This is an optimization exercise on Yosys and OpenROAD, whose aim is small area and a short achievable clock period, not a production implementation.
RTL that was checked went through simulation tests only; none was proved equivalent to the original.
No activity file was given, so power comes from the tool's default toggle rates. The flow treats the clock pin as an ideal source, which a real chip does not have.

## eight_pt_fft
module eight_pt_fft(a0,a1,a2,a3,a4,a5,a6,a7,clk,rst,
                    y0,yr1,yi1,yr2,yi2,yr3,yi3,y4,yr5,yi5,yr6,yi6,yr7,yi7);
Size: about 4200 cells after synthesis, ~950 flip-flops, about 350 I/O pins, ~35000 um^2 of cells after synthesis.
clock: 4.0 ns
lec_check: 0
abc_area: 1
cap_margin: 20
core_margin: 2
core_utilization: 65
place_density: 0.75
setup_slack_margin: 2.0
slew_margin: 20
standard.sh (not shown) runs the stock make flow with config.mk's settings and CLKGATE_MAP_FILE= SYNTH_SCRIPT=/design/flow/synth_recipe.tcl, a recipe that flattens the netlist after the stock synthesis.
==> flow/flow/run.sh <==
#!/bin/bash
# Standard layout, except: synthesis maps adders to plain gates instead of the
# platform's full/half-adder cells (ADDER_MAP_FILE left empty); ports buffered with buf_2; clock tree without dummy loads.
# Registers, their names and cell types are the same as the standard synthesis.
set -euo pipefail
bash standard.sh ADDER_MAP_FILE= 'BUFFER_PORTS_ARGS=-buffer_cell sky130_fd_sc_hd__buf_2' 'CTS_ARGS=-sink_clustering_enable -repair_clock_nets -sink_clustering_size 24 -sink_clustering_max_diameter 50 -dont_use_dummy_load' finish > run_make.log 2>&1
Then changed:
==> flow/flow/run.sh (replaced) <==
#!/bin/bash
# Standard layout, except: synthesis maps adders to plain gates instead of the
# platform's full/half-adder cells (ADDER_MAP_FILE left empty); ports buffered with buf_2; clock tree without dummy loads.
# Registers, their names and cell types are the same as the standard synthesis.
set -euo pipefail
bash standard.sh ADDER_MAP_FILE= 'BUFFER_PORTS_ARGS=-buffer_cell sky130_fd_sc_hd__buf_2' 'CTS_ARGS=-sink_clustering_enable -repair_clock_nets -sink_clustering_size 40 -sink_clustering_max_diameter 70 -dont_use_dummy_load' finish > run_make.log 2>&1
What happened: Worst hold slack is better by 3.8 ps; via count fell by about 1.3%; clock power went down by 26%; flip-flop and latch count is unchanged; first-iteration DRC count shrinks by 2.8%; worst setup slack improves by 3.6 ps; count of clock-buffer cells in the layout goes down by 30; non-clock buffer count drops by 2; wire length came out lower by about 2%.
Then changed:
==> flow/flow/run.sh (replaced) <==
#!/bin/bash
# Standard layout, except: synthesis maps adders to plain gates instead of the
# platform's full/half-adder cells (ADDER_MAP_FILE left empty); ports buffered with buf_2; clock tree without dummy loads.
# Registers, their names and cell types are the same as the standard synthesis.
set -euo pipefail
bash standard.sh ADDER_MAP_FILE= 'BUFFER_PORTS_ARGS=-buffer_cell sky130_fd_sc_hd__buf_2' 'CTS_ARGS=-sink_clustering_enable -repair_clock_nets -sink_clustering_size 30 -sink_clustering_max_diameter 120 -dont_use_dummy_load' finish > run_make.log 2>&1
GPL_TIMING_DRIVEN = 0   (was unset)
Outcome: The new run produced a clean layout. Final area rose by a few percent. Count of clock-buffer cells in the layout fell by 1. Synthesized cell count is unchanged. Non-clock buffer count rose by 82. Power barely changes. Fmax fell by a few percent. Via count rose by a few percent. Worst hold slack stays flat.
Then changed:
==> flow/flow/run.sh (replaced) <==
#!/bin/bash
# Standard layout, except: synthesis maps adders to plain gates instead of the
# platform's full/half-adder cells (ADDER_MAP_FILE left empty).
# Registers, their names and cell types are the same as the standard synthesis.
set -euo pipefail
bash standard.sh ADDER_MAP_FILE=  finish > run_make.log 2>&1
GPL_TIMING_DRIVEN = unset   (was 0)
=> The new run completed without violations. Flip-flop and latch count is unchanged. Via count is higher by 1.9%. Register-to-register slack is better by 80 ps. Fmax is lower by 0.76%. Cell count is higher by 0.81%. Total power is higher by 14%. Critical path depth is lower by 1. Design area is higher by 5.0%. Die area does not change. Global-route usage is higher by 1.3 points. Worst hold slack is better by 31 ps.
Then changed:
==> flow/flow/run.sh (replaced) <==
#!/bin/bash
# Standard layout, except: synthesis maps adders to plain gates instead of the
# platform's full/half-adder cells (ADDER_MAP_FILE left empty); ports buffered with buf_2; clock tree without dummy loads.
# Registers, their names and cell types are the same as the standard synthesis.
set -euo pipefail
bash standard.sh ADDER_MAP_FILE= 'BUFFER_PORTS_ARGS=-buffer_cell sky130_fd_sc_hd__buf_2' 'CTS_ARGS=-sink_clustering_enable -repair_clock_nets -sink_clustering_size 30 -sink_clustering_max_diameter 120 -dont_use_dummy_load' finish > run_make.log 2>&1
Combinational power stays flat.
Area after synthesis does not change.
Worst setup slack is better by 80 ps.
Total power came out lower by 13%.
Final area came out lower by 7.0%.
Count of clock-buffer cells in the layout decreases by 87.
Register-to-register slack improved by 40 ps.
Sequential power barely changes.
Then changed:
==> flow/flow/run.sh (replaced) <==
#!/bin/bash
# Standard layout, except: synthesis maps adders to plain gates instead of the
# platform's full/half-adder cells (ADDER_MAP_FILE left empty); ports buffered with buf_2.
# Registers, their names and cell types are the same as the standard synthesis.
set -euo pipefail
bash standard.sh ADDER_MAP_FILE= 'BUFFER_PORTS_ARGS=-buffer_cell sky130_fd_sc_hd__buf_2' finish > run_make.log 2>&1
CTS_CLUSTER_DIAMETER = 50   (was unset)
CTS_CLUSTER_SIZE = 24   (was unset)
SETUP_SLACK_MARGIN = 2.3   (was 2.0)
Outcome: First-iteration DRC count goes up by 43%; synthesized cell count does not change; via count grows by 14%; total power goes up by 23%; register-to-register slack hardly moves; synthesized area is unchanged; die area does not change; global-route usage rises by 1.7 points; routed wire length grows by 32%; flip-flop and latch count does not change.

* * *

Another version of the RTL of eight_pt_fft (not shown whole).
Size in the first run: about 950 flip-flops, roughly 350 I/O pins, roughly 34,000 um2 of cells after synthesis.
export LEC_CHECK = 0
export ABC_AREA = 1
export CAP_MARGIN = 20
export CORE_MARGIN = 2
export CORE_UTILIZATION = 65
export PLACE_DENSITY = 0.75
export SETUP_SLACK_MARGIN = 2.0
export SLEW_MARGIN = 20
create_clock -name core_clock -period 4.0 [get_ports {clk}]
==> flow/flow/run.sh <==
#!/bin/bash
# Standard layout, except:
# - synthesis maps adders to plain gates instead of the platform's full/half-adder
#   cells (ADDER_MAP_FILE left empty);
# - ABC's area script is replaced by flow/abc_area.script (a copy of ORFS's
#   scripts folder is made with only that file changed);
# - ports are buffered with buf_2; the clock tree is built without dummy loads.
# Registers, their names and cell types are the same as the standard synthesis.
set -euo pipefail
rm -rf scripts_mod
cp -r "$FLOW_HOME/scripts" scripts_mod
cp flow/abc_area.script scripts_mod/abc_area.script
bash standard.sh ADDER_MAP_FILE= SCRIPTS_DIR=$PWD/scripts_mod \
  'BUFFER_PORTS_ARGS=-buffer_cell sky130_fd_sc_hd__buf_2' \
  'CTS_ARGS=-sink_clustering_enable -repair_clock_nets -sink_clustering_size 30 -sink_clustering_max_diameter 120 -dont_use_dummy_load' \
  finish > run_make.log 2>&1
==> flow/flow/abc_area.script <==
strash
dch
map -B 0.9
topo
stime -c
==> next run, changes <==
==> flow/flow/run.sh (replaced) <==
#!/bin/bash
# Standard layout, except: synthesis maps adders to plain gates instead of the
# platform's full/half-adder cells (ADDER_MAP_FILE left empty); ports buffered with buf_2; clock tree without dummy loads.
# Registers, their names and cell types are the same as the standard synthesis.
set -euo pipefail
bash standard.sh ADDER_MAP_FILE= 'BUFFER_PORTS_ARGS=-buffer_cell sky130_fd_sc_hd__buf_2' 'CTS_ARGS=-sink_clustering_enable -repair_clock_nets -sink_clustering_size 30 -sink_clustering_max_diameter 120 -dont_use_dummy_load' finish > run_make.log 2>&1
- CORE_UTILIZATION: 65 -> 60
- PLACE_DENSITY: 0.75 -> 0.85
removed: flow/flow/abc_area.script
Worst setup slack got worse by 3.8 ps. Non-clock buffer count falls by 20. Synthesized area rises by about 1.1%. Power falls by about 1.2%. Fmax barely changes. Flip-flop and latch count does not change. Via count rises by about 1.5%. Combinational power falls by about 4%. Sequential share of layout area rises by 0.29 points. Global-route usage falls by 0.49 points.
No functional check of the RTL was part of any run of this note.

* * *

RTL: one of the versions met above, not the one the previous note started from.
For scale: roughly 950 flip-flops, about 350 I/O pins, ~35000 um^2 of cells after synthesis.
==> flow/config.mk <==
export PLATFORM = sky130hd
export DESIGN_NAME = eight_pt_fft
export DESIGN_NICKNAME = eight_pt_fft
export VERILOG_FILES = /design/flow/design.v
export SDC_FILE = /design/flow/constraint.sdc
export NUM_CORES = 4
export LEC_CHECK = 0
export ABC_AREA = 1
export CAP_MARGIN = 20
export CORE_MARGIN = 2
export CORE_UTILIZATION = 58
export PLACE_DENSITY = 0.68
export SETUP_SLACK_MARGIN = 2.0
export SLEW_MARGIN = 20
==> flow/constraint.sdc <==
create_clock -name core_clock -period 4.0 [get_ports {clk}]
set_input_delay 0.8000 -clock core_clock [delete_from_list [all_inputs] [get_ports {clk}]]
set_output_delay 0.8000 -clock core_clock [all_outputs]
set_load 0.01 [all_outputs]
==> flow/flow/run.sh <==
#!/bin/bash
# Standard layout, except: synthesis maps adders to plain gates instead of the
# platform's full/half-adder cells (ADDER_MAP_FILE left empty); ports buffered with buf_2; clock tree without dummy loads.
# Registers, their names and cell types are the same as the standard synthesis.
set -euo pipefail
bash standard.sh ADDER_MAP_FILE= 'BUFFER_PORTS_ARGS=-buffer_cell sky130_fd_sc_hd__buf_2' 'CTS_ARGS=-sink_clustering_enable -repair_clock_nets -sink_clustering_size 30 -sink_clustering_max_diameter 120 -dont_use_dummy_load' finish > run_make.log 2>&1
The starting point produced a clean layout.
Change:
==> flow/flow/run.sh (replaced) <==
#!/bin/bash
# Standard layout, except:
# - synthesis maps adders to plain gates instead of the platform's full/half-adder
#   cells (ADDER_MAP_FILE left empty);
# - ABC's area script gets a delay target (map -D 1700) so that it recovers area on
#   paths with slack;
# - ports are buffered with buf_2.
# Registers, their names and cell types are the same as the standard synthesis.
set -euo pipefail
rm -rf scripts_mod
cp -r "$FLOW_HOME/scripts" scripts_mod
printf 'strash\ndch\nmap -D 1700 -B 0.9\ntopo\nstime -c\nbuffer -c\nupsize -c\ndnsize -c\n' > scripts_mod/abc_area.script
bash standard.sh ADDER_MAP_FILE= SCRIPTS_DIR=$PWD/scripts_mod 'BUFFER_PORTS_ARGS=-buffer_cell sky130_fd_sc_hd__buf_2' finish > run_make.log 2>&1
CORE_UTILIZATION = 65   (was 58)
CTS_CLUSTER_DIAMETER = 50   (was unset)
CTS_CLUSTER_SIZE = 24   (was unset)
PLACE_DENSITY = 0.75   (was 0.68)
After rerunning: Cell area came out higher by a few percent; cell count hardly moves; hold slack degrades by 0.021 ns; utilization came out higher by 11 points; setup slack improves by 0.0044 ns; critical path depth stays the same.
Change:
==> flow/flow/run.sh (replaced) <==
#!/bin/bash
# Standard layout, except that synthesis maps adders to plain gates instead of
# the platform's full/half-adder cells (ADDER_MAP_FILE left empty). Registers,
# their names and cell types are the same as the standard synthesis.
set -euo pipefail
bash standard.sh ADDER_MAP_FILE= finish > run_make.log 2>&1
CORE_UTILIZATION = 40   (was 65)
CTS_CLUSTER_DIAMETER = unset   (was 50)
CTS_CLUSTER_SIZE = unset   (was 24)
PLACE_DENSITY = unset   (was 0.75)
The changed run produced a clean layout; cell area climbs by 6.5%; sequential power hardly moves; global-route usage came out lower by 7.0 points; via count rose by about 0.8%; power increases by 8.5%; first-iteration DRC count shrinks by 18%; cell count goes up by 10%; core utilization fell by 26 points; non-clock buffer count rose by 8; wire length climbs by about 14%.
Change:
==> flow/flow/run.sh (replaced) <==
#!/bin/bash
# Standard layout, except: synthesis maps adders to plain gates instead of the
# platform's full/half-adder cells (ADDER_MAP_FILE left empty); ports buffered with buf_2; clock tree without dummy loads.
# Registers, their names and cell types are the same as the standard synthesis.
set -euo pipefail
bash standard.sh ADDER_MAP_FILE= 'BUFFER_PORTS_ARGS=-buffer_cell sky130_fd_sc_hd__buf_2' 'CTS_ARGS=-sink_clustering_enable -repair_clock_nets -sink_clustering_size 24 -sink_clustering_max_diameter 50 -dont_use_dummy_load' finish > run_make.log 2>&1
CORE_UTILIZATION = 65   (was 40)
PLACE_DENSITY = 0.75   (was unset)
SETUP_SLACK_MARGIN = 2.12   (was 2.0)
The changed run completed with no timing, DRC or antenna violations.
Combinational power hardly moves.
Non-clock buffer count goes up by 34.
Sequential share of layout area goes up by 2.2 points.
Clock-buffer cell count goes down by 60.
Global-route usage goes up by 7.3 points.
Flip-flop and latch count does not change.
Clock skew goes up by 0.028 ns.
Power goes down by roughly a tenth.
Change:
==> flow/flow/run.sh (replaced) <==
#!/bin/bash
# Standard layout, except: synthesis maps adders to plain gates instead of the
# platform's full/half-adder cells (ADDER_MAP_FILE left empty); ports buffered with buf_2.
# Registers, their names and cell types are the same as the standard synthesis.
set -euo pipefail
bash standard.sh ADDER_MAP_FILE= 'BUFFER_PORTS_ARGS=-buffer_cell sky130_fd_sc_hd__buf_2' finish > run_make.log 2>&1
CTS_CLUSTER_DIAMETER = 50   (was unset)
CTS_CLUSTER_SIZE = 24   (was unset)
SETUP_SLACK_MARGIN = 2.0   (was 2.12)
What happened: Area after synthesis is unchanged. Setup slack degrades by 0.0087 ns. First-iteration DRC count rises by 5.3%. Register-to-register slack degrades by 0.03 ns. Maximum frequency falls by 0.45%. Power rises by 2.9%. Clock skew falls by 0.028 ns.

re-timing with driven ports:
No port has a modelled driver above. Below, the same layouts with a new extraction and two added sets of constraints.
Step 1 (the two cells are an assumption about what drives the block):
set clk [get_ports {clk}]
set_driving_cell -lib_cell sky130_fd_sc_hd__clkbuf_16 $clk
set_driving_cell -lib_cell sky130_fd_sc_hd__buf_2 [delete_from_list [all_inputs] $clk]
Step 2 adds t to the input delays and takes it off the output delays; t is the mean of the earliest and latest rising clock arrival at the registers after step 1. Input paths then give back, and output paths get back, about the clock's delay inside the block.
Three values: ideal ports, drivers, drivers and shift; two values: the first two.
run | shift t [ns] | setup slack, ns | worst setup path after step 2 | latest minus earliest clock arrival (ns) | worst slew at a driven data input, ns
the first run of note 1 | 0.646 | 2.067 / 2.006 / 1.666 | input to register | 0.055 / 0.056 | 0.06
the second run of note 1 | 0.645 | 2.070 / 2.013 / 1.718 | input to register | 0.047 / 0.047 | 0.06
the third run of note 1 | 0.643 | 2.010 / 1.949 / 1.733 | input to register | 0.053 / 0.053 | 0.06
the fourth run of note 1 | 0.682 | 1.994 / 1.933 / 1.537 | input to register | 0.024 / 0.024 | 0.06
the fifth run of note 1 | 0.641 | 2.075 / 2.012 / 1.669 | input to register | 0.051 / 0.051 | 0.07
the sixth run of note 1 | 0.670 | 2.078 / 2.013 / 2.016 | input to register | 0.025 / 0.026 | 0.05
the first run of note 2 | 0.641 | 2.058 / 1.998 / 1.782 | input to register | 0.024 / 0.024 | 0.07
the second run of note 2 | 0.647 | 2.055 / 1.994 / 1.703 | input to register | 0.038 / 0.039 | 0.10
the first run of note 3 | 0.645 | 2.072 / 2.010 / 1.691 | input to register | 0.041 / 0.042 | 0.11
the second run of note 3 | 0.660 | 2.076 / 2.018 / 1.645 | input to register | 0.028 / 0.028 | 0.06
the third run of note 3 | 0.705 | 2.061 / 1.994 / 1.473 | input to register | 0.028 / 0.028 | 0.10
the fourth run of note 3 | 0.649 | 2.085 / 2.024 / 1.793 | input to register | 0.061 / 0.060 | 0.06
the fifth run of note 3 | 0.660 | 2.076 / 2.018 / 1.645 | input to register | 0.028 / 0.028 | 0.06
After both steps every run listed still meets setup and hold. For the third run of note 3, which loses most, drivers alone change the setup slack by -0.067 ns; drivers and shift together by -0.588 ns.
